From an optimization exercise on the open Yosys and OpenROAD flow, aimed at small area and a short achievable clock period; shortcuts taken in it are not production practice.
Function was checked by simulation only, so behaviour that the tests miss may differ from the original.

==> flow/design.v (outline; a module is shown in full before it is edited, if it fits) <==
// module cordic: 3170 lines
module cordic (
    input  wire        clk,
    input  wire        rst,
    input  wire        valid_i,
    input  wire signed [16:0] x_i,
    input  wire signed [16:0] y_i,
    output wire        valid_o,
    output wire signed [16:0] x_o,
    output wire signed [16:0] y_o
    );
  // ...
==> flow/flow/run.sh <==
#!/bin/bash
# The standard layout (standard.sh: ORFS from synthesis to the final layout), with one change:
# ADDER_MAP_FILE is empty, so ORFS's synthesis skips Yosys's full/half adder extraction and abc maps
# the adders' logic like the rest. Everything else, including the registers, is the standard flow.
set -euo pipefail
cd "$(dirname "$0")/.."
export ADDER_MAP_FILE=
bash standard.sh > standard.log 2>&1
==> flow/standard.sh <==
#!/bin/bash
# synth_recipe.tcl (not shown) runs the flow's synth.tcl, then flattens the netlist and writes it again
# the make line also repeats each setting of config.mk as NAME=value (left out here)
make -C /OpenROAD-flow-scripts/flow DESIGN_CONFIG=/design/flow/config.mk WORK_HOME=/design/flow/orfs CLKGATE_MAP_FILE= SYNTH_SCRIPT=/design/flow/synth_recipe.tcl "${@:-finish}"
==> flow/config.mk <==
export PLATFORM = sky130hd
export DESIGN_NAME = cordic
export DESIGN_NICKNAME = cordic
export VERILOG_FILES = /design/flow/design.v
export SDC_FILE = /design/flow/constraint.sdc
export NUM_CORES = 4
export LEC_CHECK = 0
export ABC_AREA = 1
export CAP_MARGIN = 20
export CORE_MARGIN = 2
export CORE_UTILIZATION = 40
export CTS_CLUSTER_DIAMETER = 120
export CTS_CLUSTER_SIZE = 20
export SETUP_SLACK_MARGIN = 2.0
export SLEW_MARGIN = 20
==> flow/constraint.sdc <==
create_clock -name core_clock -period 4.6 [get_ports {clk}]
set_input_delay 0.9200 -clock core_clock [delete_from_list [all_inputs] [get_ports {clk}]]
set_output_delay 0.9200 -clock core_clock [all_outputs]
set_load 0.01 [all_outputs]
==> metrics.md, run 1 <==
| Metric | Value |
|---|---|
| Outcome | timing/DRC/antenna clean |
| Yosys cell types | 54 |
| Adder-cell share of the synthesized area | 0% |
| Combinational family with the most area after synthesis | simple AND/OR/NAND/NOR gates |
| Via count | 32958 |
| Root buf cell | clkbuf_16 |
| Layout Skew | 0.02325 ns |
| Hold_ws | 0.4037 ns |
| Max Fclk | 412.9 MHz |
| Post-synth EDFFs | 0 |
| Synth area leader | dfxtp_1 |
| Gr busiest metal | met2 |
| CP required | 5.04 ns |
| Max Cap Viol | 0 |
| Top cell category | multi-input gates |
| Crit-path max cell delay | 0.36 ns |
| Slew Viols, Final | 0 |
| Slew HR | 63.28% |
| WHS Path Cells | 2 |
| Setup crit start | rdx6$_DFF_P_ |
| Syn_nets | 6077 |
| Top-area cell type share of the netlist area | 30.43% |
| Multi-In Gates | 4478 |
| Sequential-to-total area share from yosys stat | 30.43% |
| Clock network area share | 2.247% |
| Routed met2 length | 37030 um |
| Instance count on the critical path | 16 |
==> run 2: changes to the inputs <==
--- a/flow/config.mk
+++ b/flow/config.mk
@@ -13,2 +13,3 @@
 export CTS_CLUSTER_SIZE = 20
+export GPL_ROUTABILITY_DRIVEN = 0
 export SETUP_SLACK_MARGIN = 2.0
==> run 2 against run 1 <==
  * Still clean
  * Critical path depth stayed put
  * First-iteration DRC count stayed put
  * Via count stayed put
  * Register-to-register slack hardly changed
  * Routed wire length stayed put
  * Clock skew stayed put
  * Fmax stayed put
  * Final cell count stayed put
  * Worst setup slack stayed put
==> metrics.md, run 2 <==
| Metric | Value |
|---|---|
| Outcome | timing/DRC/antenna clean (unchanged) |
| Row count | 112 (unchanged) |
| Initial antenna violation count | 0 (unchanged) |
| Hold/Removal Path Class | register to register (unchanged) |
| Setup crit start | rdx6$_DFF_P_ (unchanged) |
| Slew HR | 63.28% (unchanged) |
| Netlist Area Pre-Place | 0.03783 mm2 (unchanged) |
| Fillers | 9723 (unchanged) |
| CTS Sinks | 575 (unchanged) |
| Die Ht | 311.5 um (unchanged) |
| Worst-margin pin slew | 0.5437 ns (unchanged) |
| Period utilization | 52.64% (unchanged) |
| CTS tree | built (unchanged) |
| Slew Viols, Final | 0 (unchanged) |
| Ant diodes | 0 (unchanged) |
| Top-count cell post-synth | nand2_1 (unchanged) |
| Routed len/inst | 11.41 um (unchanged) |
| Final HPWL DP | 68980 um (unchanged) |
| Commonest non-fill, non-tap cell in the layout | nand2_1 (unchanged) |
| Clock slew at reported path FFs | 0.08 ns (about the same) |
| Final #Nets | 6153 (unchanged) |
| Fin crit period | 2.422 ns (unchanged) |
| Layout Skew | 0.02325 ns (unchanged) |
| Critical Path AT | 2.86 ns (about the same) |
| Global-route wire length before repair | 141500 um (unchanged) |
| Post-synth EDFFs | 0 (unchanged) |
| CP required | 5.04 ns (about the same) |
| Via count | 32958 (unchanged) |
| Die area | 0.09706 mm2 (unchanged) |
| Post-synth top cells | nand2_1, inv_1, dfxtp_1, nor2_1, nand3_1 (unchanged) |
| Yosys synthesis warning count | 1 (unchanged) |
| Iteration-0 DRC count of the detailed router | 1442 (unchanged) |
| GR Util All Layers | 17.21% (unchanged) |
| Input/output buffers | 71 (unchanged) |
| IO Count | 72 (unchanged) |
| Type of the worst setup path | register to register (unchanged) |
| Synth Area per Inst | 6.264 um2 (unchanged) |
| Crit. End Element | register (unchanged) |
| Max Cap Viol | 0 (unchanged) |
| Yosys cell types | 54 (unchanged) |
| RSZ-0062 raised after global routing | true (unchanged) |
| Top-area cell type share of the netlist area | 30.43% (unchanged) |
| Syn_nets | 6077 (unchanged) |
| Crit Path Max Fanout | 23 (unchanged) |
| Share of cells above drive strength 1 | 8.254% (unchanged) |
| Syn-to-layout area delta | 8.043% (unchanged) |
| Gate count of the mapped netlist | 6040 (unchanged) |
| Synth area leader | dfxtp_1 (unchanged) |
| Routed Antenna Nets | 0 (unchanged) |
| Drt first pass iters | 6 (unchanged) |
| Yosys reg bits | 575 (unchanged) |
| Worst reg2reg startpoint | rdx6$_DFF_P_ (unchanged) |
| Starting Density | 40.48% (unchanged) |
| Synth async-reset ratio | 0% (unchanged) |
| DRC | 0 (unchanged) |
| Root buf cell | clkbuf_16 (unchanged) |
| Overflow after GRT | 0 (unchanged) |
| Max Fclk | 412.9 MHz (unchanged) |
| Die Width | 311.5 um (unchanged) |
| Largest net degree at the start of global routing | 28 (unchanged) |
| Final wirelength | 84130 um (unchanged) |
| Final setup viols | 0 (unchanged) |
| Vias in the first global route | 29970 (unchanged) |
| CTS Buf Count | 34 (unchanged) |
| Clock Tree Buf Depth | 3 (unchanged) |
| CP Launch Type | register (unchanged) |
| Ys flop type | dfxtp_1 (unchanged) |
| Sequential-to-total area share from yosys stat | 30.43% (unchanged) |
| Total negative slack | 0 ns (unchanged) |
| Commonest non-fill, non-tap cells in the layout | nand2_1, inv_1, dfxtp_1 (unchanged) |
| Worst-Skew Late Latency | 0.57 ns (about the same) |
| Vias/cell | 4.471 (unchanged) |
| Largest cells by area after synthesis | dfxtp_1, nand2_1, inv_1 (unchanged) |
| CTS H-tree depth | 2 (unchanged) |
| Core Footprint | 0.09347 mm2 (unchanged) |
| Final hold vios | 0 (unchanged) |
| Min-delay src | vp[12]$_SDFF_PP0_ (unchanged) |
==> run 2: cells by family (layout without fill, tap and decap cells) <==
family | count (synthesis) | after routing | synth area share [%]
buf+inv | 987 | 1065 | 11.10
mux | 2 | 2 | 0.05292
simple gates | 3625 | 3625 | 40.98
xor+xnor | 512 | 512 | 11.99
flops | 575 | 575 | 30.43
compound gates | 339 | 339 | 5.447
==> run 2: path summary, 6_finish.rpt <==
path / slack [ns] / depth (start not counted) / to
setup / recovery: 2.18 / 16 / rdx7$_DFF_P_
hold / removal: 0.40 / 2 / vp[13]$_SDFF_PP0_
setup reg to reg: 2.18 / 16 / rdx7$_DFF_P_
hold reg to reg: 0.40 / 2 / vp[13]$_SDFF_PP0_
==> run 2: cell type report <==
cell class	count	area [um2]	area share (%)
Timing Repair Buffer	112	1095	2.678
Sequential cell	575	11560	28.28
Clock buffer	36	879.6	2.152
Multi-Input combinational cell	4478	22260	54.46
Tap cell	1254	1569	3.838
Clock inverter	2	38.79	0.09489
Inverter	915	3473	8.497
==> run 2: routing by layer <==
metal | up-vias | wire length [um] | track usage, %
li1 | 18429 | - | -
met1 | 14102 | 42670 | 23.78
met2 | 359 | 37030 | 29.22
met3 | 68 | 3152 | 1.770
met4 | 0 | 1272 | 2.986
met5 | - | 0 | 0
==> run 2: worst max-delay path, stage by stage, from the launching register on <==
cell and delay, ns:
dfxtp_1 0.31, buf_6 0.18, inv_4 0.20, nand2_1 0.09, nand2_2 0.16, inv_4 0.08, nand2_2 0.08, nand2_2 0.06
inv_1 0.09, nand2_1 0.07, nor2_1 0.19, nand3_1 0.10, nand3_1 0.10, nand2_1 0.06, nand2_1 0.08, xor2_1 0.36
a21oi_1 0.07
==> run 2: through the flow <==
step	hold WS (ns)	util [%]	instances	worst slack (ns)	instance area, um2
floorplan	0.3883	-	6040	2.150	37830
global placement	0.3888	42.19	7302	1.146	39440
detailed placement	0.3959	42.19	7302	1.272	39440
CTS	0.4080	43.23	7342	2.017	40400
global route	0.4236	43.73	7372	1.924	40880
finish	0.4037	43.73	7372	2.178	40880
==> run 2: what timing repair did <==
| item | 4_1_cts | 5_1_grt |
|---|---|---|
| setup endpoints to repair | 69 | 75 |
| resized for setup | 19 | 79 |
| buffers inserted | 2 | 30 |
| cloned | 0 | 0 |
| hold buffers | 0 | 0 |
| pin swaps | 0 | 14 |
==> run 3: changes to the inputs <==
--- a/flow/config.mk
+++ b/flow/config.mk
@@ -11,5 +11,2 @@
 export CORE_UTILIZATION = 40
-export CTS_CLUSTER_DIAMETER = 120
-export CTS_CLUSTER_SIZE = 20
-export GPL_ROUTABILITY_DRIVEN = 0
 export SETUP_SLACK_MARGIN = 2.0
==> run 3 against run 2 <==
  * Register-to-register slack got worse by 0.03 ns
  * Worst setup slack got worse by 0.046 ns
  * Final cell count is 1.2% higher
  * Critical path depth down 15
  * Worst hold slack worse by 0.0041 ns
  * Routed wire length increased by 1.5%
==> metrics.md, run 3 <==
| Metric | Value |
|---|---|
| Buf/Inv on CP | 1 (was 4) |
| Register-to-Register Path Depth | 16 (unchanged) |
| Yosys synthesis warning count | 1 (unchanged) |
| Yosys cell types | 54 (unchanged) |
| Fin area | 0.04250 mm2 (was 0.04088 mm2) |
| Row count | 112 (unchanged) |
| Synth async-reset ratio | 0% (unchanged) |
| Fin crit period | 2.468 ns (was 2.422 ns) |
| Post-synth top cells | nand2_1, inv_1, dfxtp_1, nor2_1, nand3_1 (unchanged) |
| Die Ht | 311.5 um (unchanged) |
| Total negative slack | 0 ns (unchanged) |
| Top-area cell type share of the netlist area | 30.43% (unchanged) |
| Outcome | timing/DRC/antenna clean (unchanged) |
| Slew Viols, Final | 0 (unchanged) |
| Slew HR | 63.27% (was 63.28%) |
| CP Launch Type | register (unchanged) |
| Crit-path max cell delay | 0.55 ns (was 0.36 ns) |
| Global-route wire length before repair | 143800 um (was 141500 um) |
| CP top delay family | buffers and inverters (was simple AND/OR/NAND/NOR gates) |
| Placed cell count | 7302 (unchanged) |
| Worst-margin pin slew | 0.5439 ns (was 0.5437 ns) |
| Die Width | 311.5 um (unchanged) |
| Worst-Skew Late Latency | 0.66 ns (was 0.57 ns) |
| RSZ-0062 raised after global routing | true (unchanged) |
| Cts hold-fix bufs | 0 (unchanged) |
| IO Count | 72 (unchanged) |
| CP required | 3.68 ns (was 5.04 ns) |
| Commonest non-fill, non-tap cell in the layout | nand2_1 (unchanged) |
| Iteration-0 DRC count of the detailed router | 1494 (was 1442) |
| Root buf cell | clkbuf_16 (unchanged) |
| Type of the worst setup path | register to primary output (was register to register) |
| Initial antenna violation count | 0 (unchanged) |
| Final hold vios | 0 (unchanged) |
| GR Util All Layers | 17.63% (was 17.21%) |
| Gate count of the mapped netlist | 6040 (unchanged) |
| Crit-path slowest cell | clkdlybuf4s50_1 (was xor2_1) |
| Final HPWL DP | 68980 um (unchanged) |
| Share of cells above drive strength 1 | 9.360% (was 8.254%) |
| Hold_ws | 0.3996 ns (was 0.4037 ns) |
| Instance count on the critical path | 1 (was 16) |
| Gr busiest metal | met2 (unchanged) |
| Critical Path AT | 1.55 ns (was 2.86 ns) |
| Yosys reg bits | 575 (unchanged) |
| DP Area | 0.03944 mm2 (unchanged) |
| Drt first pass iters | 5 (was 6) |
| Non-Filler Instances | 7462 (was 7372) |
| Synth area leader | dfxtp_1 (unchanged) |
| Layout Skew | 0.02520 ns (was 0.02325 ns) |
| Routed len/inst | 11.44 um (was 11.41 um) |
| Die area | 0.09706 mm2 (unchanged) |
| Overflow after GRT | 0 (unchanged) |
| Global Route met2 Usage | 29.29% (was 29.22%) |
| Vias in the first global route | 30509 (was 29970) |
| Crit-path cells | clkdlybuf4s50_1 (was buf_6 > inv_4 > nand2_1 > nand2_2 > inv_4 > nand2_2 > nand2_2 > inv_1 > nand2_1 > nor2_1 > nand3_1 > nand3_1 > nand2_1 > nand2_1 > xor2_1 > a21oi_1) |
| Ys flop type | dfxtp_1 (unchanged) |
| Crit Path Max Fanout | 1 (was 23) |
| Via count | 33262 (was 32958) |
| Core Footprint | 0.09347 mm2 (unchanged) |
| PnR worst setup slack | 2.132 ns (was 2.178 ns) |
| Sequential-to-total area share from yosys stat | 30.43% (unchanged) |
| WHS Path Cells | 2 (unchanged) |
| Clock slew at reported path FFs | 0.06 ns (was 0.08 ns) |
| GR Layer Usage met3 | 2.309% (was 1.770%) |
| Largest net degree at the start of global routing | 28 (unchanged) |
| Hold/Removal Path Class | register to register (unchanged) |
| Max Fclk | 405.2 MHz (was 412.9 MHz) |
| Syn-to-layout area delta | 12.35% (was 8.043%) |
| Starting Density | 40.48% (unchanged) |
| CTS Sinks | 575 (unchanged) |
| Clock Tree Buf Depth | 3 (unchanged) |
| Final #Nets | 6187 (was 6153) |
| Top-count cell post-synth | nand2_1 (unchanged) |
| GP Congestion | 0.8407 |
| Final core utilization | 45.47% (was 43.73%) |
| Largest cells by area after synthesis | dfxtp_1, nand2_1, inv_1 (unchanged) |
| Input/output buffers | 71 (unchanged) |
| Period utilization | 53.65% (was 52.64%) |
| Final wirelength | 85400 um (was 84130 um) |
| DRC | 0 (unchanged) |
| Commonest non-fill, non-tap cells in the layout | nand2_1, inv_1, dfxtp_1 (unchanged) |
| CTS H-tree depth | 3 (was 2) |
| Dpl ws | 1.272 ns (unchanged) |
| Crit. End Element | primary output (was register) |
| Final setup viols | 0 (unchanged) |
| Synth Area per Inst | 6.264 um2 (unchanged) |
| Netlist Area Pre-Place | 0.03783 mm2 (unchanged) |
| Vias/cell | 4.458 (was 4.471) |
| Routed Antenna Nets | 0 (unchanged) |
| Syn_nets | 6077 (unchanged) |
| Post-synth EDFFs | 0 (unchanged) |
| Max Cap Viol | 0 (unchanged) |
| CTS Buf Count | 70 (was 34) |
| Met1 global-route usage | 23.84% (was 23.78%) |
| CTS tree | built (unchanged) |
-- run 3: timing repair --
item	4_1_cts	5_1_grt
endpoints found under the hold margin	0	0
pin swaps	0	12
setup endpoints to repair	63	87
buffers inserted	2	28
resized for setup	15	83
-- run 3: cell type report --
| cell class | instances | area (um2) |
|---|---|---|
| clock buffers | 93 | 1969 |
| clock inverters | 36 | 613.1 |
| multi-input cells | 4478 | 22240 |
| well taps | 1254 | 1569 |
| inverters | 915 | 3481 |
| repair buffers | 110 | 1067 |
| diodes | 1 | 2.502 |
| flip-flops and latches | 575 | 11560 |
| fillers | 9551 | 50970 |
-- run 3: cell families (layout without fill, tap and decap cells) --
group | count (synthesis) | in the layout | synth area share (%)
mux | 2 | 2 | 0.05292
other cells | 0 | 1 | 0
flops | 575 | 575 | 30.43
simple gates | 3625 | 3625 | 40.98
xor+xnor | 512 | 512 | 11.99
buf+inv | 987 | 1154 | 11.10
compound gates | 339 | 339 | 5.447
-- run 3: worst paths after layout --
check / start / to / slack (ns)
setup / recovery: rx14[8]$_DFF_P_ / x_o[8] / 2.13
hold reg to reg: vp[6]$_SDFF_PP0_ / vp[7]$_SDFF_PP0_ / 0.40
setup reg to reg: rdx6$_DFF_P_ / rdx7$_DFF_P_ / 2.15
hold / removal: vp[6]$_SDFF_PP0_ / vp[7]$_SDFF_PP0_ / 0.40
-- run 3: metal layers --
layer  up-vias  wire, um
met1     14236     43290
met2       353     37230
met4         0      1788
li1      18554         -
met5         -         0
met3       119      3090
==> run 4: changes to the inputs <==
--- a/flow/config.mk
+++ b/flow/config.mk
@@ -10,3 +10,3 @@
 export CORE_MARGIN = 2
-export CORE_UTILIZATION = 40
+export CORE_UTILIZATION = 55
 export SETUP_SLACK_MARGIN = 2.0
==> run 4 against run 3 <==
  * First-iteration DRC count grew 24%
  * Worst setup slack lost 0.082 ns
  * Register-to-register slack improved by 0.06 ns
  * Synthesized cell count unchanged
  * Fmax down 3.2%
  * Flip-flop and latch count did not move
  * Core utilization is 16 points higher
  * Worst hold slack gained 0.0012 ns
  * Sequential share of layout area is 0.53 points higher
  * Largest cell class unchanged
==> metrics.md, run 4 <==
| Metric | Value |
|---|---|
| Clock slew at reported path FFs | 0.06 ns (about the same) |
| Overflow after GRT | 0 (unchanged) |
| Ys flop type | dfxtp_1 (unchanged) |
| Die Ht | 266.3 um (was 311.5 um) |
| Sequential-to-total area share from yosys stat | 30.43% (unchanged) |
| Largest net degree at the start of global routing | 32 (was 28) |
| Post-synth EDFFs | 0 (unchanged) |
| PnR worst setup slack | 2.051 ns (was 2.132 ns) |
| Layout Skew | 0.01862 ns (was 0.02520 ns) |
| DRC | 0 (unchanged) |
| Placed cell count | 6930 (was 7302) |
| Final hold vios | 0 (unchanged) |
| Final #Nets | 6177 (was 6187) |
| Iteration-0 DRC count of the detailed router | 1848 (was 1494) |
| Starting Density | 55.35% (was 40.48%) |
| Gate count of the mapped netlist | 6040 (unchanged) |
| IO Count | 72 (unchanged) |
| Root buf cell | clkbuf_16 (unchanged) |
| Fillers | 6689 (was 9551) |
| Register-to-Register Path Depth | 13 (was 16) |
| Slew Viols, Final | 0 (unchanged) |
| Die area | 0.07090 mm2 (was 0.09706 mm2) |
| Routed Antenna Nets | 0 (unchanged) |
| Final setup viols | 0 (unchanged) |
| CTS Buf Count | 61 (was 70) |
| Yosys cell types | 54 (unchanged) |
| Via count | 33439 (was 33262) |
| Type of the worst setup path | primary input to register (was register to primary output) |
| Period utilization | 55.42% (was 53.65%) |
| Final core utilization | 61.02% (was 45.47%) |
| Min-delay src | vp[2]$_SDFF_PP0_ (was vp[6]$_SDFF_PP0_) |
| Synth area leader | dfxtp_1 (unchanged) |
| Setup crit end | ry_a[15]$_DFF_P_ (was x_o[8]) |
| CTS H-tree depth | 2 (was 3) |
| Most frequent CP cell | nor2_2 |
| Mux cell area share after synthesis | 0.05292% (unchanged) |
| Row count | 96 (was 112) |
| Max Cap Viol | 0 (unchanged) |
| Crit-path cells | clkdlybuf4s50_1 > nor2_2 > nand2_2 > nor2_4 > nand2_2 > nor2_2 > nand2_2 > nor2_2 > nand2_1 > nor2_2 > nand2_1 > nor2_2 > nand2_1 > nor2_2 > nor2_1 > a21oi_2 > xnor2_1 (was clkdlybuf4s50_1) |
| Netlist Area Pre-Place | 0.03783 mm2 (unchanged) |
| Syn_nets | 6077 (unchanged) |
| Crit Path Max Fanout | 4 (was 1) |
| CP required | 5.16 ns (was 3.68 ns) |
| Top-area cell type share of the netlist area | 30.43% (unchanged) |
| GR Util All Layers | 24.21% (was 17.63%) |
| Top-count cell post-synth | nand2_1 (unchanged) |
| Worst reg2reg startpoint | rdx4$_DFF_P_ (was rdx6$_DFF_P_) |
| Hold/Removal Path Class | register to register (unchanged) |
| CTS tree | built (unchanged) |
| Drt first pass iters | 5 (unchanged) |
| Ant diodes | 0 (was 1) |
| Share of cells above drive strength 1 | 9.388% (was 9.360%) |
| Crit-path max cell delay | 0.47 ns (was 0.55 ns) |
| Global-route wire length before repair | 142900 um (was 143800 um) |
| Simple-gate area share of the yosys netlist | 40.98% (unchanged) |
| Syn-to-layout area delta | 10.24% (was 12.35%) |
| Outcome | timing/DRC/antenna clean (unchanged) |
| Post-Synth XOR/XNOR Area | 11.99% (unchanged) |
| Combinational family with the most area after synthesis | simple AND/OR/NAND/NOR gates (unchanged) |
| Die Width | 266.3 um (was 311.5 um) |
| Worst-Skew Late Latency | 0.64 ns (was 0.66 ns) |
| Vias/cell | 4.729 (was 4.458) |
| Total negative slack | 0 ns (unchanged) |
| Setup crit start | y_i[0] (was rx14[8]$_DFF_P_) |
| GP Congestion | 0.8749 (was 0.8407) |
| Crit-path slowest cell | clkdlybuf4s50_1 (unchanged) |
| Routed len/inst | 12.23 um (was 11.44 um) |
| Slew HR | 60.59% (was 63.27%) |
| Commonest non-fill, non-tap cells in the layout | nand2_1, inv_1, dfxtp_1 (unchanged) |
| Critical Path AT | 3.11 ns (was 1.55 ns) |
| Crit. End Element | register (was primary output) |
| Final HPWL DP | 68540 um (was 68980 um) |
| Input/output buffers | 71 (unchanged) |
| Max Fclk | 392.2 MHz (was 405.2 MHz) |
| RR Endpoint | rx5[10]$_DFF_P_ (was rdx7$_DFF_P_) |
| Core Footprint | 0.06835 mm2 (was 0.09347 mm2) |
| Commonest non-fill, non-tap cell in the layout | nand2_1 (unchanged) |
| Fin crit period | 2.549 ns (was 2.468 ns) |
| Yosys synthesis warning count | 1 (unchanged) |
| CP Launch Type | primary input (was register) |
| Vias in the first global route | 29889 (was 30509) |
| Synth async-reset ratio | 0% (unchanged) |
| RSZ-0062 raised after global routing | true (unchanged) |
| Yosys reg bits | 575 (unchanged) |
| R2R setup slack | 2.21 ns (was 2.15 ns) |
| Worst-margin pin slew | 0.5836 ns (was 0.5439 ns) |
| Post-synth top cells | nand2_1, inv_1, dfxtp_1, nor2_1, nand3_1 (unchanged) |
| Synth Area per Inst | 6.264 um2 (unchanged) |
| Dpl ws | 1.294 ns (was 1.272 ns) |
| Largest cells by area after synthesis | dfxtp_1, nand2_1, inv_1 (unchanged) |
| Initial antenna violation count | 0 (unchanged) |
| Compound-Gate Fraction of Synth Area | 5.447% (unchanged) |
| Final wirelength | 86480 um (was 85400 um) |
| Clock Tree Buf Depth | 3 (unchanged) |
| CTS Sinks | 575 (unchanged) |
| Non-Filler Instances | 7071 (was 7462) |
| Adder-cell share of the synthesized area | 0% (unchanged) |
-- run 4: cell counts after synthesis --
No cell type changed its count.
-- run 4: through the flow --
step / hold WS [ns] / instance area (um2)
detailed placement: 0.3965 / 38970
global placement: 0.3898 / 38970
global route: 0.4242 / 41710
floorplan: 0.3883 / 37830
finish: 0.4008 / 41710
CTS: 0.4051 / 41220
-- run 4: kinds of logic after synthesis --
group	after synthesis
multiplexers	2
XOR/XNOR	512
buffers and inverters	987
AO/OA/AOI/OAI	339
flip-flops	575
AND/OR/NAND/NOR	3625
-- run 4: routing by layer --
| layer | vias to the layer above | global-route usage (%) | part of all wire, % |
|---|---|---|---|
| met5 | - | 0 | 0 |
| met1 | 14486 | 35.16 | 52 |
| met4 | 0 | 5.178 | 1.9 |
| met2 | 355 | 38.74 | 43 |
| met3 | 103 | 2.440 | 3.3 |
| li1 | 18495 | - | - |
-- run 4: layout make-up --
class / instances / area (um2) / share of cell area (%)
multi-input combinational: 4478 / 22270 / 53.40
sequential: 575 / 11560 / 27.73
inverter: 915 / 3481 / 8.346
clock buffer: 74 / 1665 / 3.993
tap: 882 / 1104 / 2.646
timing repair buffer: 108 / 1072 / 2.571
clock inverter: 38 / 541.8 / 1.299
timing repair inverter: 1 / 7.507 / 0.01800
-- run 4: worst max-delay path: cells and delay by family --
kind / cells / cell delay (ns)
AND/OR/NAND/NOR: 14 / 1.43
XOR/XNOR: 1 / 0.12
AO/OA/AOI/OAI: 1 / 0.15
buffers and inverters: 1 / 0.47
-- run 4: how the worst min path moves through the flow --
| stage | end | cells past startpoint |
|---|---|---|
| final | vp[3]$_SDFF_PP0_ | 2 |
| after global routing | vp[6]$_SDFF_PP0_ | 2 |
| after CTS | vp[3]$_SDFF_PP0_ | 2 |
| after detailed placement | vp[13]$_SDFF_PP0_ | 2 |
| after global placement | vp[2]$_SDFF_PP0_ | 2 |
| after floorplan | vp[10]$_SDFF_PP0_ | 2 |
-- run 4: what timing repair did --
action / CTS / global route
endpoints found under the setup margin: 69 / 90
setup buffers: 1 / 25
gates cloned: 1 / 2
hold buffers: 0 / 0
pin swaps: 0 / 6
gates resized for setup: 17 / 91
==> run 5: changes to the inputs <==
--- a/flow/config.mk
+++ b/flow/config.mk
@@ -10,3 +10,5 @@
 export CORE_MARGIN = 2
-export CORE_UTILIZATION = 55
+export CORE_UTILIZATION = 40
+export CTS_CLUSTER_DIAMETER = 150
+export CTS_CLUSTER_SIZE = 30
 export SETUP_SLACK_MARGIN = 2.0
==> run 5 against run 4 <==
  * Still clean on timing, DRC and antenna
  * First-iteration DRC count down 21%
  * Flip-flop and latch count stayed put
  * Non-clock buffer count increased by 8
  * Via count fell by 1.4%
  * Register-to-register slack worse by 0.03 ns
  * Core utilization decreased by 18 points
  * Critical path depth decreased by 4
  * Worst setup slack better by 0.13 ns
  * Global-route usage fell by 7.1 points
  * Sequential share of layout area rose by 0.74 points
  * Worst hold slack better by 0.0085 ns
  * Critical path type is now register to register
  * Critical endpoint is now rx5[14]$_DFF_P_
==> metrics.md, run 5 <==
| Metric | Value |
|---|---|
| GR Util All Layers | 17.11% (was 24.21%) |
| Core Footprint | 0.09347 mm2 (was 0.06835 mm2) |
| Netlist Area Pre-Place | 0.03783 mm2 (unchanged) |
| CTS Buf Count | 23 (was 61) |
| CTS Sinks | 575 (unchanged) |
| Fillers | 9772 (was 6689) |
| Period utilization | 52.69% (was 55.42%) |
| CTS H-tree depth | 1 (was 2) |
| Syn-to-layout area delta | 7.319% (was 10.24%) |
| Commonest non-fill, non-tap cell in the layout | nand2_1 (unchanged) |
| Max Fclk | 412.6 MHz (was 392.2 MHz) |
| CP required | 5.09 ns (was 5.16 ns) |
| Placed cell count | 7302 (was 6930) |
| Synth Area per Inst | 6.264 um2 (unchanged) |
| Yosys cell types | 54 (unchanged) |
| Die Width | 311.5 um (was 266.3 um) |
| Layout Skew | 0.02934 ns (was 0.01862 ns) |
| Ys flop type | dfxtp_1 (unchanged) |
| Outcome | timing/DRC/antenna clean (unchanged) |
| Crit Path Max Fanout | 9 (was 4) |
| Vias/cell | 4.479 (was 4.729) |
| Sequential-to-total area share from yosys stat | 30.43% (unchanged) |
| Hold/Removal Path Class | register to register (unchanged) |
| Synth area leader | dfxtp_1 (unchanged) |
| Final wirelength | 83790 um (was 86480 um) |
| Max Cap Viol | 0 (unchanged) |
| CP Launch Type | register (was primary input) |
| Commonest non-fill, non-tap cells in the layout | nand2_1, inv_1, dfxtp_1 (unchanged) |
| Worst-margin pin slew | 0.5417 ns (was 0.5836 ns) |
| Final HPWL DP | 68980 um (was 68540 um) |
| Yosys reg bits | 575 (unchanged) |
| Root buf cell | clkbuf_16 (unchanged) |
| Clock Tree Buf Depth | 3 (unchanged) |
| Final #Nets | 6146 (was 6177) |
| Via count | 32977 (was 33439) |
| Register area | 0.01156 mm2 (about the same) |
| Final setup viols | 0 (unchanged) |
| GP Congestion | 0.8407 (was 0.8749) |
| Post-synth top cells | nand2_1, inv_1, dfxtp_1, nor2_1, nand3_1 (unchanged) |
| Iteration-0 DRC count of the detailed router | 1465 (was 1848) |
| Fin crit period | 2.424 ns (was 2.549 ns) |
| RSZ-0062 raised after global routing | true (unchanged) |
| Slew HR | 63.41% (was 60.59%) |
| Clock slew at reported path FFs | 0.12 ns (was 0.06 ns) |
| Type of the worst setup path | register to register (was primary input to register) |
| IO Count | 72 (unchanged) |
| Post-synth EDFFs | 0 (unchanged) |
| Yosys synthesis warning count | 1 (unchanged) |
| Drt first pass iters | 5 (unchanged) |
| Die Ht | 311.5 um (was 266.3 um) |
| Die area | 0.09706 mm2 (was 0.07090 mm2) |
| Synth async-reset ratio | 0% (unchanged) |
| Global-route wire length before repair | 141200 um (was 142900 um) |
| Final core utilization | 43.44% (was 61.02%) |
| Ant diodes | 0 (unchanged) |
| Crit. End Element | register (unchanged) |
| Initial antenna violation count | 0 (unchanged) |
| Overflow after GRT | 0 (unchanged) |
| DP Area | 0.03944 mm2 (was 0.03897 mm2) |
| Vias in the first global route | 29945 (was 29889) |
| Top-count cell post-synth | nand2_1 (unchanged) |
| CTS tree | built (unchanged) |
| PnR worst setup slack | 2.176 ns (was 2.051 ns) |
| Syn_nets | 6077 (unchanged) |
| Fin area | 0.04060 mm2 (was 0.04171 mm2) |
| Routed Antenna Nets | 0 (unchanged) |
| Routed len/inst | 11.38 um (was 12.23 um) |
| Row count | 112 (was 96) |
| Worst-Skew Late Latency | 0.60 ns (was 0.64 ns) |
| Largest cells by area after synthesis | dfxtp_1, nand2_1, inv_1 (unchanged) |
| Input/output buffers | 71 (unchanged) |
| Area of the multi-input gates | 0.02227 mm2 (about the same) |
| Critical Path AT | 2.91 ns (was 3.11 ns) |
| Largest net degree at the start of global routing | 31 (was 32) |
| Non-Filler Instances | 7362 (was 7071) |
| Share of cells above drive strength 1 | 8.120% (was 9.388%) |
| Dpl ws | 1.272 ns (was 1.294 ns) |
| Total negative slack | 0 ns (unchanged) |
| Slew Viols, Final | 0 (unchanged) |
| Gate count of the mapped netlist | 6040 (unchanged) |
| Starting Density | 40.48% (was 55.35%) |
| Top-area cell type share of the netlist area | 30.43% (unchanged) |
| DRC | 0 (unchanged) |
| Final hold vios | 0 (unchanged) |
[run 5: cell counts after synthesis]
Identical to the previous run, type by type.
[run 5: what timing repair did]
action	in CTS	in global routing
hold buffers	0	0
setup buffers	2	34
endpoints found under the hold margin	0	0
setup endpoints to repair	69	80
pin swaps	0	14
resized for setup	18	81
[run 5: metal layers]
metal	track usage, %	share of wire [%]	vias to the layer above
met5	0	0	-
met4	2.844	1.6	0
met3	1.225	3.2	63
met2	29.33	44	353
met1	23.78	51	14167
li1	-	-	18394
[run 5: path summary, 6_finish.rpt]
| kind | end | cells after the start | slack (ns) | startpoint |
|---|---|---|---|---|
| min reg2reg | vp[13]$_SDFF_PP0_ | 2 | 0.41 | vp[12]$_SDFF_PP0_ |
| max reg2reg | rx5[14]$_DFF_P_ | 13 | 2.18 | rdx4$_DFF_P_ |
| min | vp[13]$_SDFF_PP0_ | 2 | 0.41 | vp[12]$_SDFF_PP0_ |
| max | rx5[14]$_DFF_P_ | 13 | 2.18 | rdx4$_DFF_P_ |
[run 5: stage by stage]
stage / hold WS [ns]
floorplan: 0.3883
global placement: 0.3888
detailed placement: 0.3959
CTS: 0.4130
global route: 0.4285
finish: 0.4093
[run 5: worst max-delay path: stages, from the launching register on]
cell and delay [ns]:
dfxtp_4 0.40, buf_4 0.14, buf_4 0.18, xor2_1 0.17
or2_2 0.29, nand2_1 0.13, o21ai_0 0.13, a21oi_1 0.34
nand2_2 0.13, nand2_1 0.08, nand2_1 0.07, nand2_1 0.06
nand2_1 0.05, xor2_1 0.13
[run 5: cell families (layout without fill, tap and decap cells)]
| group | after synthesis | count (layout) | synth area share [%] |
|---|---|---|---|
| AOI/OAI and AO/OA | 339 | 339 | 5.447 |
| xor gates and xnor gates | 512 | 512 | 11.99 |
| buffers and inverters | 987 | 1055 | 11.10 |
| DFF | 575 | 575 | 30.43 |
| muxes | 2 | 2 | 0.05292 |
| and+or+nand+nor | 3625 | 3625 | 40.98 |
[run 5: final cells by class]
cell class / count / area share (%)
inverter: 915 / 8.561
clock inverter: 1 / 0.07396
timing repair buffer: 116 / 2.774
multi-input combinational: 4478 / 54.84
sequential: 575 / 28.47
tap: 1254 / 3.864
clock buffer: 23 / 1.418
==> run 6: changes to the inputs <==
--- a/flow/config.mk
+++ b/flow/config.mk
@@ -11,5 +11,5 @@
 export CORE_UTILIZATION = 40
-export CTS_CLUSTER_DIAMETER = 150
-export CTS_CLUSTER_SIZE = 30
-export SETUP_SLACK_MARGIN = 2.0
+export CTS_CLUSTER_DIAMETER = 120
+export CTS_CLUSTER_SIZE = 25
+export SETUP_SLACK_MARGIN = 2.1
 export SLEW_MARGIN = 20
==> run 6 against run 5 <==
  * Still clean
  * Clock skew is 0.0058 ns lower
  * Sequential share of layout area is 0.47 points lower
  * Routed wire length is 1.2% higher
  * Critical path depth is 12 lower
  * Critical path type is now register to primary output
  * Highest routed layer unchanged
==> metrics.md, run 6 <==
| Metric | Value |
|---|---|
| Outcome | timing/DRC/antenna clean (unchanged) |
| Clock Tree Buf Depth | 3 (unchanged) |
| Die area | 0.09706 mm2 (unchanged) |
| Starting Density | 40.48% (unchanged) |
| Adder-cell share of the synthesized area | 0% (unchanged) |
| Synth area leader | dfxtp_1 (unchanged) |
| Final core utilization | 44.19% (was 43.44%) |
| Fin crit period | 2.439 ns (was 2.424 ns) |
| Period utilization | 53.02% (was 52.69%) |
| Post-synth EDFFs | 0 (unchanged) |
| CP top delay family | buffers and inverters (was simple AND/OR/NAND/NOR gates) |
| Ant diodes | 0 (unchanged) |
| Clock slew at reported path FFs | 0.10 ns (was 0.12 ns) |
| Max Cap Viol | 0 (unchanged) |
| Buf/Inv on CP | 1 (was 2) |
| Commonest non-fill, non-tap cells in the layout | nand2_1, inv_1, dfxtp_1 (unchanged) |
| Final setup viols | 0 (unchanged) |
| Compound-Gate Fraction of Synth Area | 5.447% (unchanged) |
| Initial antenna violation count | 0 (unchanged) |
| CTS H-tree depth | 1 (unchanged) |
| Vias in the first global route | 29915 (was 29945) |
| CTS Buf Count | 28 (was 23) |
| Crit-path max cell delay | 0.57 ns (was 0.40 ns) |
| Slew Viols, Final | 0 (unchanged) |
| IO Count | 72 (unchanged) |
| Total negative slack | 0 ns (unchanged) |
| Routed len/inst | 11.45 um (was 11.38 um) |
| Die Width | 311.5 um (unchanged) |
| RSZ-0062 raised after global routing | true (unchanged) |
| Ys flop type | dfxtp_1 (unchanged) |
| Combinational family with the most area after synthesis | simple AND/OR/NAND/NOR gates (unchanged) |
| Drt first pass iters | 7 (was 5) |
| Synth Area per Inst | 6.264 um2 (unchanged) |
| Row count | 112 (unchanged) |
| Hold/Removal Path Class | register to register (unchanged) |
| Share of cells above drive strength 1 | 9.592% (was 8.120%) |
| Final wirelength | 84810 um (was 83790 um) |
| Worst-margin pin slew | 0.5425 ns (was 0.5417 ns) |
| CTS tree | built (unchanged) |
| Yosys reg bits | 575 (unchanged) |
| Commonest non-fill, non-tap cell in the layout | nand2_1 (unchanged) |
| Vias/cell | 4.476 (was 4.479) |
| Routed Antenna Nets | 0 (unchanged) |
| GR Util All Layers | 17.14% (was 17.11%) |
| Layout Skew | 0.02355 ns (was 0.02934 ns) |
| Simple-gate area share of the yosys netlist | 40.98% (unchanged) |
| Via count | 33148 (was 32977) |
| Sequential-to-total area share from yosys stat | 30.43% (unchanged) |
| Final #Nets | 6181 (was 6146) |
| CP required | 3.68 ns (was 5.09 ns) |
| Largest cells by area after synthesis | dfxtp_1, nand2_1, inv_1 (unchanged) |
| Yosys cell types | 54 (unchanged) |
| Crit-path slowest cell | clkdlybuf4s50_1 (was dfxtp_4) |
| Netlist Area Pre-Place | 0.03783 mm2 (unchanged) |
| PnR worst setup slack | 2.161 ns (was 2.176 ns) |
| R2R setup slack | 2.27 ns (was 2.18 ns) |
| Crit-path cells | clkdlybuf4s50_1 (was buf_4 > buf_4 > xor2_1 > or2_2 > nand2_1 > o21ai_0 > a21oi_1 > nand2_2 > nand2_1 > nand2_1 > nand2_1 > nand2_1 > xor2_1) |
| Dpl ws | 1.272 ns (unchanged) |
| Syn-to-layout area delta | 9.184% (was 7.319%) |
| CTS Sinks | 575 (unchanged) |
| Critical Path AT | 1.52 ns (was 2.91 ns) |
| Overflow after GRT | 0 (unchanged) |
| Slew HR | 63.36% (was 63.41%) |
| Syn_nets | 6077 (unchanged) |
| DRC | 0 (unchanged) |
| Worst-Skew Late Latency | 0.63 ns (was 0.60 ns) |
| Gate count of the mapped netlist | 6040 (unchanged) |
| Top-area cell type share of the netlist area | 30.43% (unchanged) |
| Core Footprint | 0.09347 mm2 (unchanged) |
| Synth async-reset ratio | 0% (unchanged) |
| GP Congestion | 0.8407 (unchanged) |
| Final HPWL DP | 68980 um (unchanged) |
| Type of the worst setup path | register to primary output (was register to register) |
| Crit. End Element | primary output (was register) |
| Iteration-0 DRC count of the detailed router | 1426 (was 1465) |
| CP Launch Type | register (unchanged) |
| Mux cell area share after synthesis | 0.05292% (unchanged) |
| Input/output buffers | 71 (unchanged) |
| Top-count cell post-synth | nand2_1 (unchanged) |
| Root buf cell | clkbuf_16 (unchanged) |
| Final hold vios | 0 (unchanged) |
| Largest net degree at the start of global routing | 28 (was 31) |
| Post-synth top cells | nand2_1, inv_1, dfxtp_1, nor2_1, nand3_1 (unchanged) |
| Yosys synthesis warning count | 1 (unchanged) |
| Global-route wire length before repair | 141400 um (was 141200 um) |
| Die Ht | 311.5 um (unchanged) |
| Max Fclk | 410.0 MHz (was 412.6 MHz) |
| Post-Synth XOR/XNOR Area | 11.99% (unchanged) |
| Crit Path Max Fanout | 1 (was 9) |
## run 6: metrics by stage
stage | cells | instance area [um2] | hold WS, ns
after floorplan | 6040 | 37830 | 0.3883
after global placement | 7302 | 39440 | 0.3888
after detailed placement | 7302 | 39440 | 0.3959
after CTS | 7341 | 40340 | 0.4090
after global routing | 7405 | 41310 | 0.4232
final | 7405 | 41310 | 0.4042
## run 6: per-layer routing
layer / vias up / GRT usage (%) / part of all wire (%) / wire length, um
met4: 0 / 2.855 / 1.4 / 1218
met2: 346 / 29.23 / 44 / 37680
met5: - / 0 / 0 / 0
met3: 60 / 1.444 / 3.4 / 2909
li1: 18486 / - / - / -
met1: 14256 / 23.82 / 51 / 42990
## run 6: cell type report
type / instances / area [um2]
Clock buffer: 32 / 747.0
Clock inverter: 5 / 82.58
Fill cell: 9705 / 52160
Inverter: 915 / 3496
Multi-Input combinational cell: 4479 / 22440
Sequential cell: 575 / 11560
Tap cell: 1254 / 1569
Timing Repair Buffer: 145 / 1405
## run 6: final timing paths
check / startpoint / end / depth (start not counted)
worst max-delay path: ry14[11]$_DFF_P_ / y_o[11] / 1
worst min-delay path: vp[5]$_SDFF_PP0_ / vp[6]$_SDFF_PP0_ / 2
worst max register to register: rdx4$_DFF_P_ / rx5[14]$_DFF_P_ / 13
worst min register to register: vp[5]$_SDFF_PP0_ / vp[6]$_SDFF_PP0_ / 2
## run 6: kinds of logic (layout without fill, tap and decap cells)
family,Yosys count,count (layout)
xor gates and xnor gates,512,512
AOI/OAI and AO/OA,339,339
muxes,2,2
DFF,575,575
and+or+nand+nor,3625,3626
buffers and inverters,987,1097
## run 6: what timing repair did
item,in CTS,in global routing
gates cloned,0,2
gates resized for setup,36,147
hold buffers,0,0
setup buffers,2,62
endpoints found under the setup margin,133,97
pin swaps,3,33
endpoints found under the hold margin,0,0
==> run 7: changes to the inputs <==
--- a/flow/config.mk
+++ b/flow/config.mk
@@ -12,3 +12,3 @@
 export CTS_CLUSTER_DIAMETER = 120
-export CTS_CLUSTER_SIZE = 25
+export CTS_CLUSTER_SIZE = 20
 export SETUP_SLACK_MARGIN = 2.1
==> run 7 against run 6 <==
  * Still clean on timing, DRC and antenna
  * Register-to-register slack is essentially flat
  * Via count is essentially flat
  * Area after synthesis is the same
  * Clock skew about the same
  * Flip-flop and latch count unchanged
==> metrics.md, run 7 <==
| Metric | Value |
|---|---|
| Sequential-to-total area share from yosys stat | 30.43% (unchanged) |
| GR Util All Layers | 17.22% (was 17.14%) |
| Crit-path max cell delay | 0.55 ns (was 0.57 ns) |
| Starting Density | 40.48% (unchanged) |
| Iteration-0 DRC count of the detailed router | 1530 (was 1426) |
| Vias/cell | 4.477 (was 4.476) |
| Max Cap Viol | 0 (unchanged) |
| Buf/Inv on CP | 1 (unchanged) |
| Initial antenna violation count | 0 (unchanged) |
| Top-count cell post-synth | nand2_1 (unchanged) |
| Crit-path cells | clkdlybuf4s50_1 (unchanged) |
| CP Launch Type | register (unchanged) |
| Total negative slack | 0 ns (unchanged) |
| Commonest non-fill, non-tap cell in the layout | nand2_1 (unchanged) |
| Register area | 0.01157 mm2 (was 0.01156 mm2) |
| Non-Filler Instances | 7410 (was 7405) |
| Crit-path slowest cell | clkdlybuf4s50_1 (unchanged) |
| Placed cell count | 7302 (unchanged) |
| Hold/Removal Path Class | register to register (unchanged) |
| Final hold vios | 0 (unchanged) |
| Routed Antenna Nets | 0 (unchanged) |
| Critical Path AT | 1.48 ns (was 1.52 ns) |
| Type of the worst setup path | register to primary output (unchanged) |
| R2R setup slack | 2.27 ns (about the same) |
| Overflow after GRT | 0 (unchanged) |
| CP top delay family | buffers and inverters (unchanged) |
| Period utilization | 52.20% (was 53.02%) |
| Slew HR | 63.46% (was 63.36%) |
| Crit Path Max Fanout | 1 (unchanged) |
| Max Fclk | 416.5 MHz (was 410.0 MHz) |
| Netlist Area Pre-Place | 0.03783 mm2 (unchanged) |
| Worst-margin pin slew | 0.5410 ns (was 0.5425 ns) |
| Crit. End Element | primary output (unchanged) |
| Largest net degree at the start of global routing | 28 (unchanged) |
| Synth area leader | dfxtp_1 (unchanged) |
| Worst reg2reg startpoint | rdx6$_DFF_P_ (was rdx4$_DFF_P_) |
| RR Endpoint | rdx7$_DFF_P_ (was rx5[14]$_DFF_P_) |
| Die Ht | 311.5 um (unchanged) |
| CTS H-tree depth | 2 (was 1) |
| Synth Area per Inst | 6.264 um2 (unchanged) |
| Via count | 33171 (was 33148) |
| DRC | 0 (unchanged) |
| Routed len/inst | 11.44 um (was 11.45 um) |
| Yosys cell types | 54 (unchanged) |
| Largest cells by area after synthesis | dfxtp_1, nand2_1, inv_1 (unchanged) |
| Die area | 0.09706 mm2 (unchanged) |
| Post-synth EDFFs | 0 (unchanged) |
| Final wirelength | 84750 um (was 84810 um) |
| Ant diodes | 0 (unchanged) |
| CTS Buf Count | 34 (was 28) |
| Outcome | timing/DRC/antenna clean (unchanged) |
| Ys flop type | dfxtp_1 (unchanged) |
| WHS Path Cells | 2 (unchanged) |
| IO Count | 72 (unchanged) |
| Share of cells above drive strength 1 | 9.665% (was 9.592%) |
| Sink of the worst hold path | vp[13]$_SDFF_PP0_ (was vp[6]$_SDFF_PP0_) |
| Worst-Skew Late Latency | 0.57 ns (was 0.63 ns) |
| Clock slew at reported path FFs | 0.08 ns (was 0.10 ns) |
| CP required | 3.68 ns (about the same) |
| Area of the multi-input gates | 0.02243 mm2 (was 0.02244 mm2) |
| Register-to-Register Path Depth | 16 (was 13) |
| Row count | 112 (unchanged) |
| Vias in the first global route | 29995 (was 29915) |
| CTS tree | built (unchanged) |
| Fillers | 9696 (was 9705) |
| Root buf cell | clkbuf_16 (unchanged) |
| Yosys synthesis warning count | 1 (unchanged) |
| Top-area cell type share of the netlist area | 30.43% (unchanged) |
| Min-delay src | vp[12]$_SDFF_PP0_ (was vp[5]$_SDFF_PP0_) |
| Clock Tree Buf Depth | 3 (unchanged) |
| Final #Nets | 6191 (was 6181) |
| Input/output buffers | 71 (unchanged) |
| RSZ-0062 raised after global routing | true (unchanged) |
| Layout Skew | 0.02362 ns (was 0.02355 ns) |
| Global-route wire length before repair | 141600 um (was 141400 um) |
| Gate count of the mapped netlist | 6040 (unchanged) |
| Core Footprint | 0.09347 mm2 (unchanged) |
| Die Width | 311.5 um (unchanged) |
| Commonest non-fill, non-tap cells in the layout | nand2_1, inv_1, dfxtp_1 (unchanged) |
| Final setup viols | 0 (unchanged) |
| Final HPWL DP | 68980 um (unchanged) |
| Slew Viols, Final | 0 (unchanged) |
| Fin crit period | 2.401 ns (was 2.439 ns) |
| Syn-to-layout area delta | 9.502% (was 9.184%) |
| Post-synth top cells | nand2_1, inv_1, dfxtp_1, nor2_1, nand3_1 (unchanged) |
| Yosys reg bits | 575 (unchanged) |
| GP Congestion | 0.8407 (unchanged) |
| Synth async-reset ratio | 0% (unchanged) |
| Syn_nets | 6077 (unchanged) |
| CTS Sinks | 575 (unchanged) |
| Cts hold-fix bufs | 0 (unchanged) |
| Drt first pass iters | 5 (was 7) |
==> run 7: cell counts after synthesis <==
No cell type changed its count.
==> run 7: metrics by stage <==
stage               utilization, %  area, um2  hold WS, ns  worst slack [ns]
floorplan                        -      37830       0.3883             2.150
finish                       44.32      41430       0.4037             2.199
detailed placement           42.19      39440       0.3959             1.272
global route                 44.32      41430       0.4236             2.047
CTS                          43.30      40470       0.4080             2.048
global placement             42.19      39440       0.3888             1.146
==> run 7: worst max-delay path by stage <==
| stage | start | depth (start not counted) | end |
|---|---|---|---|
| 6_report | rx14[8]$_DFF_P_ | 1 | x_o[8] |
| 5_1_grt | rdx5$_DFF_P_ | 18 | rdx6$_DFF_P_ |
| 4_1_cts | rdx0$_DFF_P_ | 18 | rdx1$_DFF_P_ |
| 3_5_place_dp | y_i[0] | 17 | ry_a[15]$_DFF_P_ |
| 3_3_place_gp | y_i[0] | 17 | ry_a[15]$_DFF_P_ |
| 2_1_floorplan | y_i[0] | 16 | ry_a[15]$_DFF_P_ |
==> run 7: logic make-up after synthesis <==
group / after synthesis / synth area share [%]
DFF: 575 / 30.43
muxes: 2 / 0.05292
xor gates and xnor gates: 512 / 11.99
and+or+nand+nor: 3625 / 40.98
buffers and inverters: 987 / 11.10
AOI/OAI and AO/OA: 339 / 5.447
==> run 7: layer usage <==
layer  track usage, %  wire length [um]
met3            1.770              3203
met1            23.78             42770
met5                0                 0
met4            2.986              1225
met2            29.26             37560
==> run 7: layout make-up <==
cell class | count | area share, %
Multi-Input combinational cell | 4478 | 54.13
Sequential cell | 575 | 27.92
Inverter | 915 | 8.451
Tap cell | 1254 | 3.787
Timing Repair Buffer | 150 | 3.488
Clock buffer | 36 | 2.123
Clock inverter | 2 | 0.09363
==> run 7: what timing repair did <==
action / CTS / global route
pin swaps: 14 / 28
gates resized for setup: 37 / 147
endpoints found under the setup margin: 128 / 98
setup buffers: 7 / 62
gates cloned: 0 / 1
==> run 8: changes to the inputs <==
--- a/flow/config.mk
+++ b/flow/config.mk
@@ -13,2 +13,3 @@
 export CTS_CLUSTER_SIZE = 20
+export PLACE_DENSITY = 0.7
 export SETUP_SLACK_MARGIN = 2.1
==> run 8 against run 7 <==
  * Still clean
  * Routed wire length decreased by 3.4%
  * Core utilization hardly changed
  * Synthesized cell count unchanged
  * Largest cell class unchanged
==> metrics.md, run 8 <==
| Metric | Value |
|---|---|
| Outcome | timing/DRC/antenna clean (unchanged) |
| Drt first pass iters | 8 (was 5) |
| Non-Filler Instances | 7408 (was 7410) |
| Crit Path Max Fanout | 1 (unchanged) |
| Worst-margin pin slew | 0.5484 ns (was 0.5410 ns) |
| Root buf cell | clkbuf_16 (unchanged) |
| Adder-cell share of the synthesized area | 0% (unchanged) |
| Fin crit period | 2.407 ns (was 2.401 ns) |
| CTS Buf Count | 34 (unchanged) |
| Crit. End Element | primary output (unchanged) |
| Syn-to-layout area delta | 9.432% (was 9.502%) |
| Max Cap Viol | 0 (unchanged) |
| Hold_ws | 0.4009 ns (was 0.4037 ns) |
| Share of cells above drive strength 1 | 9.376% (was 9.665%) |
| Final HPWL DP | 65760 um (was 68980 um) |
| Top-count cell post-synth | nand2_1 (unchanged) |
| Slew Viols, Final | 0 (unchanged) |
| Overflow after GRT | 0 (unchanged) |
| Via count | 33769 (was 33171) |
| Routed Antenna Nets | 0 (unchanged) |
| CTS tree | built (unchanged) |
| Die Width | 311.5 um (unchanged) |
| Vias/cell | 4.558 (was 4.477) |
| CP top delay family | buffers and inverters (unchanged) |
| Critical Path AT | 1.49 ns (was 1.48 ns) |
| Final hold vios | 0 (unchanged) |
| Starting Density | 40.48% (unchanged) |
| DP Area | 0.03944 mm2 (about the same) |
| Compound-Gate Fraction of Synth Area | 5.447% (unchanged) |
| Input/output buffers | 71 (unchanged) |
| Period utilization | 52.33% (was 52.20%) |
| Buf/Inv on CP | 1 (unchanged) |
| Synth async-reset ratio | 0% (unchanged) |
| GP Congestion | 0.8717 (was 0.8407) |
| Final wirelength | 81910 um (was 84750 um) |
| Type of the worst setup path | register to primary output (unchanged) |
| DRC | 0 (unchanged) |
| Min-delay src | vp[1]$_SDFF_PP0_ (was vp[12]$_SDFF_PP0_) |
| Initial antenna violation count | 2 (was 0) |
| Iteration-0 DRC count of the detailed router | 1646 (was 1530) |
| Placed cell count | 7303 (was 7302) |
| Crit-path cells | clkdlybuf4s50_1 (unchanged) |
| Sequential-to-total area share from yosys stat | 30.43% (unchanged) |
| RSZ-0062 raised after global routing | true (unchanged) |
| CTS H-tree depth | 2 (unchanged) |
| Synth area leader | dfxtp_1 (unchanged) |
| Post-Synth XOR/XNOR Area | 11.99% (unchanged) |
| Core Footprint | 0.09347 mm2 (unchanged) |
| Setup crit start | rx14[9]$_DFF_P_ (was rx14[8]$_DFF_P_) |
| Slew HR | 62.96% (was 63.46%) |
| CTS Sinks | 575 (unchanged) |
| CP Launch Type | register (unchanged) |
| Combinational family with the most area after synthesis | simple AND/OR/NAND/NOR gates (unchanged) |
| Clock slew at reported path FFs | 0.09 ns (was 0.08 ns) |
| Die area | 0.09706 mm2 (unchanged) |
| Netlist Area Pre-Place | 0.03783 mm2 (unchanged) |
| Post-synth EDFFs | 0 (unchanged) |
| Syn_nets | 6077 (unchanged) |
| Final setup viols | 0 (unchanged) |
| Ys flop type | dfxtp_1 (unchanged) |
| Routed len/inst | 11.06 um (was 11.44 um) |
| Hold/Removal Path Class | register to register (unchanged) |
| Synth Area per Inst | 6.264 um2 (unchanged) |
| Cts hold-fix bufs | 0 (unchanged) |
| Clock Tree Buf Depth | 3 (unchanged) |
| Worst reg2reg startpoint | rdx4$_DFF_P_ (was rdx6$_DFF_P_) |
| Final #Nets | 6188 (was 6191) |
| Yosys synthesis warning count | 1 (unchanged) |
| Fillers | 9519 (was 9696) |
| Global-route wire length before repair | 136800 um (was 141600 um) |
| Layout Skew | 0.03091 ns (was 0.02362 ns) |
| Commonest non-fill, non-tap cell in the layout | nand2_1 (unchanged) |
| Top-area cell type share of the netlist area | 30.43% (unchanged) |
| Mux cell area share after synthesis | 0.05292% (unchanged) |
| Row count | 112 (unchanged) |
| Max Fclk | 415.4 MHz (was 416.5 MHz) |
| Fin area | 0.04140 mm2 (was 0.04143 mm2) |
| CP required | 3.68 ns (about the same) |
| Die Ht | 311.5 um (unchanged) |
| Crit-path max cell delay | 0.58 ns (was 0.55 ns) |
| Worst-Skew Late Latency | 0.58 ns (was 0.57 ns) |
| Yosys reg bits | 575 (unchanged) |
| IO Count | 72 (unchanged) |
| Yosys cell types | 54 (unchanged) |
| Simple-gate area share of the yosys netlist | 40.98% (unchanged) |
| Largest cells by area after synthesis | dfxtp_1, nand2_1, inv_1 (unchanged) |
| Commonest non-fill, non-tap cells in the layout | nand2_1, inv_1, dfxtp_1 (unchanged) |
| Ant diodes | 0 (unchanged) |
| Crit-path slowest cell | clkdlybuf4s50_1 (unchanged) |
| Total negative slack | 0 ns (unchanged) |
| Gate count of the mapped netlist | 6040 (unchanged) |
| Largest net degree at the start of global routing | 32 (was 28) |
| Vias in the first global route | 30225 (was 29995) |
| GR Util All Layers | 16.46% (was 17.22%) |
| Post-synth top cells | nand2_1, inv_1, dfxtp_1, nor2_1, nand3_1 (unchanged) |
[run 8: cell count changes in the layout (fill, tap and decap cells not counted), moves of 4 or more]
cell and delta:
buf_4 -8, dfxtp_2 -4, inv_4 -4, inv_6 +4, nand3_2 -4, nor2_1 +4
[run 8: cells by family after synthesis]
kind of cell              Yosys count
buffers and inverters             987
muxes                               2
and+or+nand+nor                  3625
AOI/OAI and AO/OA                 339
xor gates and xnor gates          512
DFF                               575
[run 8: stage by stage]
step / utilization [%] / worst slack [ns]
6_report: 44.29 / 2.193
5_1_grt: 44.29 / 2.035
4_1_cts: 43.35 / 2.101
3_5_place_dp: 42.20 / 1.310
3_3_place_gp: 42.20 / 1.164
2_1_floorplan: - / 2.150
[run 8: worst paths after layout]
check	end	slack [ns]	cells past startpoint
worst min-delay path	vp[2]$_SDFF_PP0_	0.40	2
worst max-delay path	x_o[9]	2.19	1
worst max register to register	rx5[14]$_DFF_P_	2.29	17
worst min register to register	vp[2]$_SDFF_PP0_	0.40	2
[run 8: layer usage]
layer | GRT usage [%] | routed length (um) | part of all wire, %
met3 | 1.584 | 2867 | 3.5
met2 | 28.32 | 36910 | 45
met4 | 4.633 | 2226 | 2.7
met1 | 21.83 | 39900 | 49
met5 | 0 | 0 | 0
[run 8: layout make-up]
class | count | area, um2 | share of cell area [%]
Multi-Input combinational cell | 4478 | 22390 | 54.08
Inverter | 915 | 3516 | 8.492
Clock inverter | 3 | 58.81 | 0.1420
Clock buffer | 36 | 879.6 | 2.125
Timing Repair inverter | 1 | 7.507 | 0.01813
Sequential cell | 575 | 11570 | 27.94
Timing Repair Buffer | 146 | 1413 | 3.412
Tap cell | 1254 | 1569 | 3.790
[run 8: repair_timing]
item	4_1_cts	5_1_grt
endpoints found under the hold margin	0	0
gates resized for setup	36	131
pin swaps	13	26
buffers inserted	8	54
setup endpoints to repair	121	110
cloned	1	3
==> run 9: changes to the inputs <==
--- a/flow/config.mk
+++ b/flow/config.mk
@@ -13,3 +13,3 @@
 export CTS_CLUSTER_SIZE = 20
-export PLACE_DENSITY = 0.7
+export PLACE_DENSITY = 0.5
 export SETUP_SLACK_MARGIN = 2.1
==> run 9 against run 8 <==
  * First-iteration DRC count increased by 2.1%
  * Final area increased by 1.2%
  * Critical path depth increased by 16
  * Sequential share of layout area shrank 0.33 points
  * Largest cell class unchanged
  * Fmax rose by 1.5%
  * Still clean
  * Area after synthesis did not move
==> metrics.md, run 9 <==
| Metric | Value |
|---|---|
| Outcome | timing/DRC/antenna clean (unchanged) |
| Netlist Area Pre-Place | 0.03783 mm2 (unchanged) |
| Input/output buffers | 71 (unchanged) |
| Largest net degree at the start of global routing | 35 (was 32) |
| CTS tree | built (unchanged) |
| Global-route wire length before repair | 151800 um (was 136800 um) |
| Syn-to-layout area delta | 10.77% (was 9.432%) |
| CP Launch Type | primary input (was register) |
| DRC | 0 (unchanged) |
| Syn_nets | 6077 (unchanged) |
| Synth Area per Inst | 6.264 um2 (unchanged) |
| CTS H-tree depth | 2 (unchanged) |
| Sequential-to-total area share from yosys stat | 30.43% (unchanged) |
| Slew Viols, Final | 0 (unchanged) |
| Crit Path Max Fanout | 3 (was 1) |
| Die Width | 311.5 um (unchanged) |
| Worst reg2reg startpoint | rdx7$_DFF_P_ (was rdx4$_DFF_P_) |
| Initial antenna violation count | 0 (was 2) |
| Synth area leader | dfxtp_1 (unchanged) |
| Sink of the worst hold path | vp[12]$_SDFF_PP0_ (was vp[2]$_SDFF_PP0_) |
| Fin crit period | 2.372 ns (was 2.407 ns) |
| CTS Sinks | 575 (unchanged) |
| Commonest non-fill, non-tap cells in the layout | nand2_1, inv_1, dfxtp_1 (unchanged) |
| Slew HR | 60.10% (was 62.96%) |
| Layout Skew | 0.02585 ns (was 0.03091 ns) |
| Final wirelength | 92180 um (was 81910 um) |
| Drt first pass iters | 5 (was 8) |
| Post-synth EDFFs | 0 (unchanged) |
| GR Util All Layers | 18.80% (was 16.46%) |
| Yosys reg bits | 575 (unchanged) |
| Ant diodes | 0 (unchanged) |
| Share of cells above drive strength 1 | 10.48% (was 9.376%) |
| Total negative slack | 0 ns (unchanged) |
| Gate count of the mapped netlist | 6040 (unchanged) |
| Clock Tree Buf Depth | 3 (unchanged) |
| Final HPWL DP | 74520 um (was 65760 um) |
| Routed Antenna Nets | 0 (unchanged) |
| RSZ-0062 raised after global routing | true (unchanged) |
| Die Ht | 311.5 um (unchanged) |
| Starting Density | 40.48% (unchanged) |
| Worst-margin pin slew | 0.5908 ns (was 0.5484 ns) |
| Fin area | 0.04191 mm2 (was 0.04140 mm2) |
| R2R setup slack | 2.24 ns (was 2.29 ns) |
| Fillers | 10004 (was 9519) |
| Critical Path AT | 2.89 ns (was 1.49 ns) |
| Core Footprint | 0.09347 mm2 (unchanged) |
## run 9: cells by family after synthesis
group                  count (synthesis)  synth area share, %
AND/OR/NAND/NOR                     3625                40.98
buffers and inverters                987                11.10
multiplexers                           2              0.05292
flip-flops                           575                30.43
AO/OA/AOI/OAI                        339                5.447
XOR/XNOR                             512                11.99
## run 9: routing by layer
metal	GRT usage, %	vias up	wire length, um
met1	28.07	14324	49890
met5	0	-	0
met4	3.788	0	1540
li1	-	18510	-
met2	28.99	378	37870
met3	2.056	72	2889
## run 9: area by class of cell
| type | instances | share of cell area [%] |
|---|---|---|
| Clock inverter | 4 | 0.1254 |
| Inverter | 915 | 8.431 |
| Timing Repair Buffer | 170 | 3.932 |
| Multi-Input combinational cell | 4478 | 53.91 |
| Clock buffer | 39 | 2.251 |
| Tap cell | 1254 | 3.744 |
| Sequential cell | 575 | 27.60 |
## run 9: stage by stage
stage	util (%)	cells	setup slack, ns
finish	44.84	7435	2.228
global route	44.84	7435	2.040
CTS	43.41	7346	2.098
detailed placement	42.19	7302	1.297
global placement	42.19	7302	1.162
floorplan	-	6040	2.150
## run 9: worst max-delay path by stage
| stage | startpoint | endpoint |
|---|---|---|
| 5_1_grt | rdx3$_DFF_P_ | rdx4$_DFF_P_ |
| 4_1_cts | rdx3$_DFF_P_ | rdx4$_DFF_P_ |
| 6_report | y_i[2] | ry_a[15]$_DFF_P_ |
| 3_5_place_dp | y_i[0] | ry_a[15]$_DFF_P_ |
| 3_3_place_gp | y_i[0] | ry_a[15]$_DFF_P_ |
| 2_1_floorplan | y_i[0] | ry_a[15]$_DFF_P_ |
## run 9: critical path, stage by stage
cell and delay, ns:
clkdlybuf4s50_1 0.41, inv_2 0.07, nand2_2 0.08, nor2_4 0.11, nand2_2 0.08, nor2_2 0.09
nand2_2 0.09, nor2_4 0.11, nand2_2 0.08, nor2_4 0.09, nand2_2 0.08, nor2_4 0.12
nand2_2 0.07, nor2_2 0.12, nor2_1 0.07, a21oi_1 0.16, xnor2_1 0.13
## run 9: timing repair
item / CTS / global route
setup buffers: 0 / 85
gates resized for setup: 46 / 184
setup endpoints to repair: 140 / 113
cloned: 1 / 4
pin swaps: 8 / 43

-- afterwards: timing with drivers on the ports --
Ports are ideal in the flow. The routed layouts listed here were re-timed in OpenROAD. Step 1 (the two cells are an assumption about what drives the block):
set clk [get_ports {clk}]
set_driving_cell -lib_cell sky130_fd_sc_hd__clkbuf_16 $clk
set_driving_cell -lib_cell sky130_fd_sc_hd__buf_2 [delete_from_list [all_inputs] $clk]
Step 2 moves the port delays by t, midway between the first and last clock arrival at a register: inputs arrive t later, outputs are due t later. That takes back most of the time a late clock gives input paths. Three values: ideal ports, drivers, drivers and shift; two values: the first two.
| run | t (ns) | setup WS [ns] | worst setup path after step 2 | latest minus earliest clock arrival (ns) |
|---|---|---|---|---|
| run 1 | 0.623 | 2.178 / 2.136 / 1.628 | input to register | 0.027 / 0.026 |
| run 2 | 0.623 | 2.178 / 2.136 / 1.628 | input to register | 0.027 / 0.026 |
| run 3 | 0.709 | 2.132 / 2.065 / 1.544 | input to register | 0.030 / 0.030 |
| run 4 | 0.692 | 2.051 / 2.089 / 1.397 | input to register | 0.020 / 0.020 |
| run 5 | 0.647 | 2.176 / 2.113 / 1.631 | input to register | 0.031 / 0.030 |
| run 6 | 0.683 | 2.161 / 2.096 / 1.684 | input to register | 0.027 / 0.027 |
| run 7 | 0.623 | 2.199 / 2.133 / 1.663 | input to register | 0.027 / 0.027 |
| run 8 | 0.627 | 2.193 / 2.132 / 1.620 | input to register | 0.033 / 0.033 |
| run 9 | 0.637 | 2.228 / 2.165 / 1.634 | input to register | 0.028 / 0.029 |
After both steps every run listed still meets setup and hold. For run 4, which loses most, drivers alone change the setup slack by +0.038 ns; drivers and shift together by -0.654 ns.
